Context: an optimization exercise on an open-source flow, tuned for small area. The choices shown serve that exercise and are no tape-out recipe.
Only the layout flow was run in this run; the RTL was not checked for function there.

### flow/design.v
module mul621_fast (input [11:0] x, output [11:0] y);
wire signed [11:0] xx = x;
wire signed [21:0] xs = xx;
wire signed [21:0] a = (xs <<< 3) + xs;
wire signed [21:0] p = (a <<< 6) + (a <<< 2) + a;
assign y = p[21:10];
endmodule
module add_sh_hyb6 #(parameter J = 1) (input [11:0] a, input [11:0] b, input neg, output [11:0] y);
localparam N = 12 - J;
wire [11:0] x = (b >> J) ^ {12{neg}};    
wire [N:0] c;
assign c[0] = neg;
genvar i;
generate for (i = 0; i < N; i = i + 1) begin : g
  assign y[i] = a[i] ^ x[i] ^ c[i];
  assign c[i+1] = (a[i] & x[i]) | (c[i] & (a[i] | x[i]));
end endgenerate
wire k = b[11] ^ neg;      
wire chg = k ^ c[N];       
wire [J:0] run;
assign run[0] = chg;
generate for (i = 0; i < J; i = i + 1) begin : h
  assign y[N+i] = a[N+i] ^ run[i];
  assign run[i+1] = run[i] & (a[N+i] ^ ~c[N]);
end endgenerate
endmodule
module cordic_pipe_rtl( clock, reset, ce, angle_in, sin_out, cos_out, valid_out );
input clock, reset, ce;
input [11:0] angle_in;
output [11:0] sin_out, cos_out;
output valid_out;
reg [3:0] vcnt;
always @(posedge clock) if (reset) vcnt <= 4'd0; else if (ce && vcnt != 4'd15) vcnt <= vcnt + 4'd1;
assign valid_out = (vcnt == 4'd15);
reg signed [11:0] r0;
always @(posedge clock) if (ce) r0 <= angle_in;
wire d0 = r0 > 12'sd0;
wire d1 = d0 ? (r0 > 12'sd804) : (r0 > -12'sd804);
reg d2, d3;
always @* case ({d0,d1})
  2'b11: d2 = r0 > 12'sd1279; 2'b10: d2 = r0 > 12'sd329; 2'b01: d2 = r0 > -12'sd329; default: d2 = r0 > -12'sd1279;
endcase
always @* case ({d0,d1,d2})
  3'b111: d3 = r0 > 12'sd1530; 3'b110: d3 = r0 > 12'sd1028; 3'b101: d3 = r0 > 12'sd580;  3'b100: d3 = r0 > 12'sd78;
  3'b011: d3 = r0 > -12'sd78;  3'b010: d3 = r0 > -12'sd580; 3'b001: d3 = r0 > -12'sd1028; default: d3 = r0 > -12'sd1530;
endcase
reg [15:0] r1;
always @(posedge clock) if (ce) r1 <= {d0, d1, d2, d3, r0};
wire signed [12:0] t4;    
wire [15:0] t4_b0 = 16'h0000;
assign t4[0] = t4_b0[r1[15:12]];
wire [15:0] t4_b1 = 16'h9696;
assign t4[1] = t4_b1[r1[15:12]];
wire [15:0] t4_b2 = 16'he8e8;
assign t4[2] = t4_b2[r1[15:12]];
wire [15:0] t4_b3 = 16'h3cc3;
assign t4[3] = t4_b3[r1[15:12]];
wire [15:0] t4_b4 = 16'h3f03;
assign t4[4] = t4_b4[r1[15:12]];
wire [15:0] t4_b5 = 16'h3f03;
assign t4[5] = t4_b5[r1[15:12]];
wire [15:0] t4_b6 = 16'h30f3;
assign t4[6] = t4_b6[r1[15:12]];
wire [15:0] t4_b7 = 16'h3f03;
assign t4[7] = t4_b7[r1[15:12]];
wire [15:0] t4_b8 = 16'h6a56;
assign t4[8] = t4_b8[r1[15:12]];
wire [15:0] t4_b9 = 16'he631;
assign t4[9] = t4_b9[r1[15:12]];
wire [15:0] t4_b10 = 16'h1e0f;
assign t4[10] = t4_b10[r1[15:12]];
wire [15:0] t4_b11 = 16'hfe00;
assign t4[11] = t4_b11[r1[15:12]];
wire [15:0] t4_b12 = 16'hfe00;
assign t4[12] = t4_b12[r1[15:12]];
wire signed [11:0] q1 = r1[11:0];
wire signed [12:0] y4 = q1 + t4;
wire [6:0] v = y4[12] ? 7'd0 : (y4[11:8] != 4'd0) ? 7'd127 : y4[7:1];
reg [10:0] r2;
always @(posedge clock) if (ce) r2 <= {r1[15:12], v};
reg [10:0] r3;
always @(posedge clock) if (ce) r3 <= r2;
reg [10:0] r4;
always @(posedge clock) if (ce) r4 <= r3;
reg [10:0] r5;
always @(posedge clock) if (ce) r5 <= r4;
reg [10:0] r6;
always @(posedge clock) if (ce) r6 <= r5;
reg [10:0] r7;
always @(posedge clock) if (ce) r7 <= r6;
reg [10:0] r8;
always @(posedge clock) if (ce) r8 <= r7;
wire [11:0] sl1, cl2;   
wire [31:0] sl1_b0 = 32'hffffffff;
assign sl1[0] = sl1_b0[r8[10:6]];
wire [31:0] sl1_b1 = 32'h96696996;
assign sl1[1] = sl1_b1[r8[10:6]];
wire [31:0] sl1_b2 = 32'h69696969;
assign sl1[2] = sl1_b2[r8[10:6]];
wire [31:0] sl1_b3 = 32'h99669966;
assign sl1[3] = sl1_b3[r8[10:6]];
wire [31:0] sl1_b4 = 32'h5a5aa5a5;
assign sl1[4] = sl1_b4[r8[10:6]];
wire [31:0] sl1_b5 = 32'h003cc3ff;
assign sl1[5] = sl1_b5[r8[10:6]];
wire [31:0] sl1_b6 = 32'h17555517;
assign sl1[6] = sl1_b6[r8[10:6]];
wire [31:0] sl1_b7 = 32'he5cccc58;
assign sl1[7] = sl1_b7[r8[10:6]];
wire [31:0] sl1_b8 = 32'h0669699f;
assign sl1[8] = sl1_b8[r8[10:6]];
wire [31:0] sl1_b9 = 32'hf87171e0;
assign sl1[9] = sl1_b9[r8[10:6]];
wire [31:0] sl1_b10 = 32'hff817e00;
assign sl1[10] = sl1_b10[r8[10:6]];
wire [31:0] sl1_b11 = 32'h00017fff;
assign sl1[11] = sl1_b11[r8[10:6]];
wire [31:0] cl2_b0 = 32'hffffffff;
assign cl2[0] = cl2_b0[r8[10:6]];
wire [31:0] cl2_b1 = 32'h96699669;
assign cl2[1] = cl2_b1[r8[10:6]];
wire [31:0] cl2_b2 = 32'h96966969;
assign cl2[2] = cl2_b2[r8[10:6]];
wire [31:0] cl2_b3 = 32'h66999966;
assign cl2[3] = cl2_b3[r8[10:6]];
wire [31:0] cl2_b4 = 32'h5a5a5a5a;
assign cl2[4] = cl2_b4[r8[10:6]];
wire [31:0] cl2_b5 = 32'h3c00003c;
assign cl2[5] = cl2_b5[r8[10:6]];
wire [31:0] cl2_b6 = 32'haae81755;
assign cl2[6] = cl2_b6[r8[10:6]];
wire [31:0] cl2_b7 = 32'h33a7e5cc;
assign cl2[7] = cl2_b7[r8[10:6]];
wire [31:0] cl2_b8 = 32'h96600669;
assign cl2[8] = cl2_b8[r8[10:6]];
wire [31:0] cl2_b9 = 32'h8e1ff871;
assign cl2[9] = cl2_b9[r8[10:6]];
wire [31:0] cl2_b10 = 32'h81ffff81;
assign cl2[10] = cl2_b10[r8[10:6]];
wire [31:0] cl2_b11 = 32'h80000001;
assign cl2[11] = cl2_b11[r8[10:6]];
wire [11:0] s3, c4;   
add_sh_hyb6 #(5) u_s3 (.a(sl1), .b(cl2), .neg(~r8[5]), .y(s3));
add_sh_hyb6 #(5) u_c4 (.a(cl2), .b(sl1), .neg(r8[5]), .y(c4));
reg [11:0] rs9, rc9;
reg [4:0] rd9;
always @(posedge clock) if (ce) begin rs9 <= s3; rc9 <= c4; rd9 <= r8[4:0]; end
wire [11:0] s5, c6;   
add_sh_hyb6 #(6) u_s5 (.a(rs9), .b(rc9), .neg(~rd9[4]), .y(s5));
add_sh_hyb6 #(6) u_c6 (.a(rc9), .b(rs9), .neg(rd9[4]), .y(c6));
reg [11:0] rs10, rc10;
reg [3:0] rd10;
always @(posedge clock) if (ce) begin rs10 <= s5; rc10 <= c6; rd10 <= rd9[3:0]; end
wire [11:0] s7, c8;   
add_sh_hyb6 #(7) u_s7 (.a(rs10), .b(rc10), .neg(~rd10[3]), .y(s7));
add_sh_hyb6 #(7) u_c8 (.a(rc10), .b(rs10), .neg(rd10[3]), .y(c8));
reg [11:0] rs11, rc11;
reg [2:0] rd11;
always @(posedge clock) if (ce) begin rs11 <= s7; rc11 <= c8; rd11 <= rd10[2:0]; end
wire [11:0] s9, c10;   
add_sh_hyb6 #(8) u_s9 (.a(rs11), .b(rc11), .neg(~rd11[2]), .y(s9));
add_sh_hyb6 #(8) u_c10 (.a(rc11), .b(rs11), .neg(rd11[2]), .y(c10));
reg [11:0] rs12, rc12;
reg [1:0] rd12;
always @(posedge clock) if (ce) begin rs12 <= s9; rc12 <= c10; rd12 <= rd11[1:0]; end
wire [11:0] s11, c12;   
add_sh_hyb6 #(9) u_s11 (.a(rs12), .b(rc12), .neg(~rd12[1]), .y(s11));
add_sh_hyb6 #(9) u_c12 (.a(rc12), .b(rs12), .neg(rd12[1]), .y(c12));
wire [11:0] s13, c14;   
add_sh_hyb6 #(10) u_s13 (.a(s11), .b(c12), .neg(~rd12[0]), .y(s13));
add_sh_hyb6 #(10) u_c14 (.a(c12), .b(s11), .neg(rd12[0]), .y(c14));
reg [11:0] rs13, rc13;
always @(posedge clock) if (ce) begin rs13 <= s13; rc13 <= c14; end
wire [11:0] ms15, mc16;
mul621_fast u_ms15 (.x(rs13), .y(ms15));
mul621_fast u_mc16 (.x(rc13), .y(mc16));
reg [11:0] rs14, rc14;
always @(posedge clock) if (ce) begin rs14 <= ms15; rc14 <= mc16; end
assign sin_out = rs14;
assign cos_out = rc14;
endmodule
### flow/config.mk
export PLATFORM = sky130hd
export DESIGN_NAME = cordic_pipe_rtl
export DESIGN_NICKNAME = cordic_pipe_rtl
export VERILOG_FILES = /design/flow/design.v
export SDC_FILE = /design/flow/constraint.sdc
export NUM_CORES = 4
export LEC_CHECK = 0
export ABC_AREA = 1
export CAP_MARGIN = 20
export CORE_MARGIN = 2
export CORE_UTILIZATION = 60
export SLEW_MARGIN = 20
### flow/flow/run.sh
#!/bin/bash
# Layout flow: the standard ORFS flow (standard.sh) with
#  - synthesis without the generic ABC pass that yosys's synth runs before full-adder
#    extraction (registers are unchanged; only the combinational mapping differs),
#  - a smaller clock tree: no dummy loads, clkbuf_8 leaf buffers, clusters of at most 16 sinks,
#  - buf_1 cells as the port buffers.
# Each tool's output goes to standard.log in this folder.
set -o pipefail
export SYNTH_ARGS="-noabc"
export CTS_ARGS="-sink_clustering_enable -repair_clock_nets -dont_use_dummy_load -buf_list sky130_fd_sc_hd__clkbuf_8 -sink_clustering_size 16 -sink_clustering_max_diameter 60"
export BUFFER_PORTS_ARGS="-buffer_cell sky130_fd_sc_hd__buf_1"
bash standard.sh > standard.log 2>&1
### flow/standard.sh
#!/bin/bash
# synth_recipe.tcl (not shown) runs the flow's synth.tcl, then flattens the netlist and writes it again
# the make line also repeats each setting of config.mk as NAME=value (left out here)
make -C /OpenROAD-flow-scripts/flow DESIGN_CONFIG=/design/flow/config.mk WORK_HOME=/design/flow/orfs CLKGATE_MAP_FILE= SYNTH_SCRIPT=/design/flow/synth_recipe.tcl "${@:-finish}"
### flow/constraint.sdc
create_clock -name core_clock -period 5.0 [get_ports {clock}]
set_input_delay 1.0000 -clock core_clock [delete_from_list [all_inputs] [get_ports {clock}]]
set_output_delay 1.0000 -clock core_clock [all_outputs]
set_load 0.01 [all_outputs]
==> run notes <==
cell type report:
cell class | count | area (µm²)
Clock buffer | 27 | 372
Fill cell | 2040 | 8950
Inverter | 140 | 533
Multi-Input combinational cell | 1053 | 8160
Sequential cell | 266 | 7950
Tap cell | 341 | 427
Timing Repair Buffer | 101 | 636
layer usage:
| layer | vias to the layer above | share of wire [%] | global-route usage, % |
|---|---|---|---|
| met5 | - | 0 | 0 |
| met4 | 0 | 3.2 | 6.61 |
| met3 | 63 | 3.3 | 2.65 |
| met2 | 191 | 53 | 37.5 |
| met1 | 5003 | 41 | 24.5 |
| li1 | 5239 | - | - |
layout by cell type (no fill, tap or decap), types with 44 or more instances in the layout:
cell type / netlist / final
ha_1: 87 / 87
nand2_1: 250 / 247
edfxtp_1: 262 / 262
fa_1: 77 / 61
nor2_1: 73 / 73
xor2_1: 139 / 130
nand3_1: 70 / 69
o21ai_0: 47 / 44
inv_1: 133 / 128
xnor2_1: 79 / 75
buf_4: 3 / 59
a21oi_1: 92 / 91
repair_timing:
| action | 4_1_cts | 5_1_grt |
|---|---|---|
| endpoints found under the setup margin | 7 | 26 |
| resized for setup | 5 | 44 |
| pin swaps | 2 | 22 |
| setup buffers | 2 | 19 |
cells by family (layout without fill, tap and decap cells):
group	after synthesis	after routing	synth area share [%]
AND/OR/NAND/NOR	470	470	13.2
flip-flops	266	266	48.1
XOR/XNOR	221	221	11.9
AO/OA/AOI/OAI	192	192	6.72
adder cells (fa/ha/maj)	164	164	15.9
buffers and inverters	159	268	3.85
multiplexers	6	6	0.401
flip-flops by register name, indices dropped and copies added (netlist names), 4 cells and up:
name / cells
r3: 11
rs13: 12
r7: 11
rs10: 12
rs9: 12
rs14: 12
r5: 11
r2: 11
r0: 12
r8: 11
rs11: 12
rc14: 12
r4: 11
rc9: 12
rc11: 12
r6: 11
rd9: 5
vcnt: 4
rc10: 12
r1: 15
rd10: 4
rc13: 12
rs12: 12
rc12: 12
critical path, cell delays in order (launching register included):
cell	delay [ns]
edfxtp_1	0.52
buf_6	0.19
fa_2	0.37
fa_2	0.38
fa_2	0.42
buf_6	0.16
xnor2_4	0.17
nand4_4	0.12
nor2_4	0.17
xor2_2	0.20
xor2_2	0.18
fa_2	0.21
inv_1	0.06
fa_2	0.47
clkinv_4	0.15
xor2_4	0.18
nand4_4	0.14
nor2_4	0.22
nand2_1	0.09
xor2_1	0.14
through the flow:
step	setup TNS, ns	instance area (µm²)
after floorplan	0	16600
after detailed placement	-0.222	17300
after global routing	-0.129	18100
after CTS	-0.0137	17800
after global placement	0	17300
final	0	18100
path summary, 6_finish.rpt:
check        cells past startpoint    start       to
max                             19  rd12[1]  rs13[9]
min                              0    r6[3]    r7[3]
max reg2reg                     19  rd12[1]  rs13[9]
min reg2reg                      0    r6[3]    r7[3]
==> impl_metrics.env <==
export IMPL_status="no timing/DRC/antenna violations"
export IMPL_syn_area_um2=16500
export IMPL_hold_viol=0
export IMPL_dpl_hpwl_mm=21.9
export IMPL_netlist_instances=1478
export IMPL_synthFlopType="edfxtp_1"
export IMPL_clkTransAtPathRegs_ns=0.09
export IMPL_place_ws_ns=-0.0566
export IMPL_overflow=0
export IMPL_slew_headroom_pct=43.6
export IMPL_final_nets=1768
export IMPL_synth_edf_count=262
export IMPL_finalWirelength_mm=28.9
export IMPL_crit_arrival_ns=5.10
export IMPL_timing_final_ws_setup_ns=0.177
export IMPL_die_w_um=170
export IMPL_cts_sinks=266
export IMPL_cp_required_ns=5.28
export IMPL_synthArstFlopShare_pct=0
export IMPL_utilization_pct=66.9
export IMPL_setup_violations=0
export IMPL_cts_root_buffer="clkbuf_8"
export IMPL_postRouteAntennaNets=0
export IMPL_layout_cells_non_filler=1928
export IMPL_min_period_over_period_pct=96.5
export IMPL_start_util_pct=61.1
export IMPL_ys_types=63
export IMPL_grt_pass1_wl_mm=47.5
export IMPL_crit_type="register to register"
export IMPL_yosys_warnings=1
export IMPL_avgSynthCellArea_um2=11.2
export IMPL_dp_cells=1880
export IMPL_cts_tree="done"
export IMPL_grt_antenna_before_repair=0
export IMPL_drc=0
export IMPL_slew_viol_final=0
export IMPL_dr_pass1_iters=5
export IMPL_timing_fmax_mhz=207
export IMPL_critical_path_max_fanout=7
export IMPL_synth_area_leaders="edfxtp_1, fa_1, xor2_1, ha_1, nand2_1"
export IMPL_drt_iter0_markers=569
export IMPL_max_cap_violations=0
export IMPL_hold_class="register to register"
export IMPL_worst_setup_path_end_kind="register"
export IMPL_area_delta_synth_final_pct=9.41
export IMPL_gp_congestion=0.911
export IMPL_hold_ws_ns=0.401
export IMPL_dieArea_um2=28900
export IMPL_synth_top_area_cell="edfxtp_1"
export IMPL_grt_pass1_vias=10300
export IMPL_grt_max_degree=70
export IMPL_ys_seq_elements=266
export IMPL_syn_num_nets=1657
export IMPL_synth_most_common_cell="edfxtp_1"
export IMPL_cp_start_kind="register"
export IMPL_core_area_um2=27000
export IMPL_grt_usage_pct=20.3
export IMPL_netlist_area_leader_share_pct=47.6
export IMPL_port_buffers=39
export IMPL_routed_via_density=5.44
export IMPL_htree_levels=1
export IMPL_ys_seq_area_share_pct=48.1
export IMPL_cts_path_max_buffers=3
export IMPL_layout_drive_gt1_share_pct=12.3
export IMPL_antenna_cells=0
export IMPL_rows=60
export IMPL_wl_per_cell_um=15.0
export IMPL_num_vias=10500
export IMPL_hold_buffers=0
export IMPL_reg2reg_slack_ns=0.18
export IMPL_numCtsBuffers=27
export IMPL_skew_ns=0.0696
export IMPL_worst_pin_slew_ns=0.847
export IMPL_fin_crit_ns=4.82
export IMPL_fp_dieH_um=170
export IMPL_clk_latency_ns=0.57
export IMPL_synth_top_cells_by_count="edfxtp_1, nand2_1, xor2_1"
export IMPL_io_pins=40

==> re-timing with driven ports <==
The flow's constraints put no driver on any port. The routed layout listed below was extracted and timed again, unchanged, in two steps.
Step 1, drivers: a clkbuf_16 drives clock and a buf_2 each remaining input, both assumed.
Step 2 also shifts input and output timing later by t, the mid clock arrival at the registers, as if the neighbouring blocks saw the same clock.
Slacks: no drivers / after step 1 / after step 2; pairs: no drivers / after step 1.
t (ns): 0.579
slack for setup (ns): 0.177 / 0.177 / 0.177
hold WS [ns]: 0.401 / 0.401 / 0.401
worst setup path after step 2: register to register
cell pins on the clock port's net: 1
After both steps setup and hold are still met in this run. The setup slack of this run moves by 0.000 ns with the drivers and by 0.000 ns with both steps.
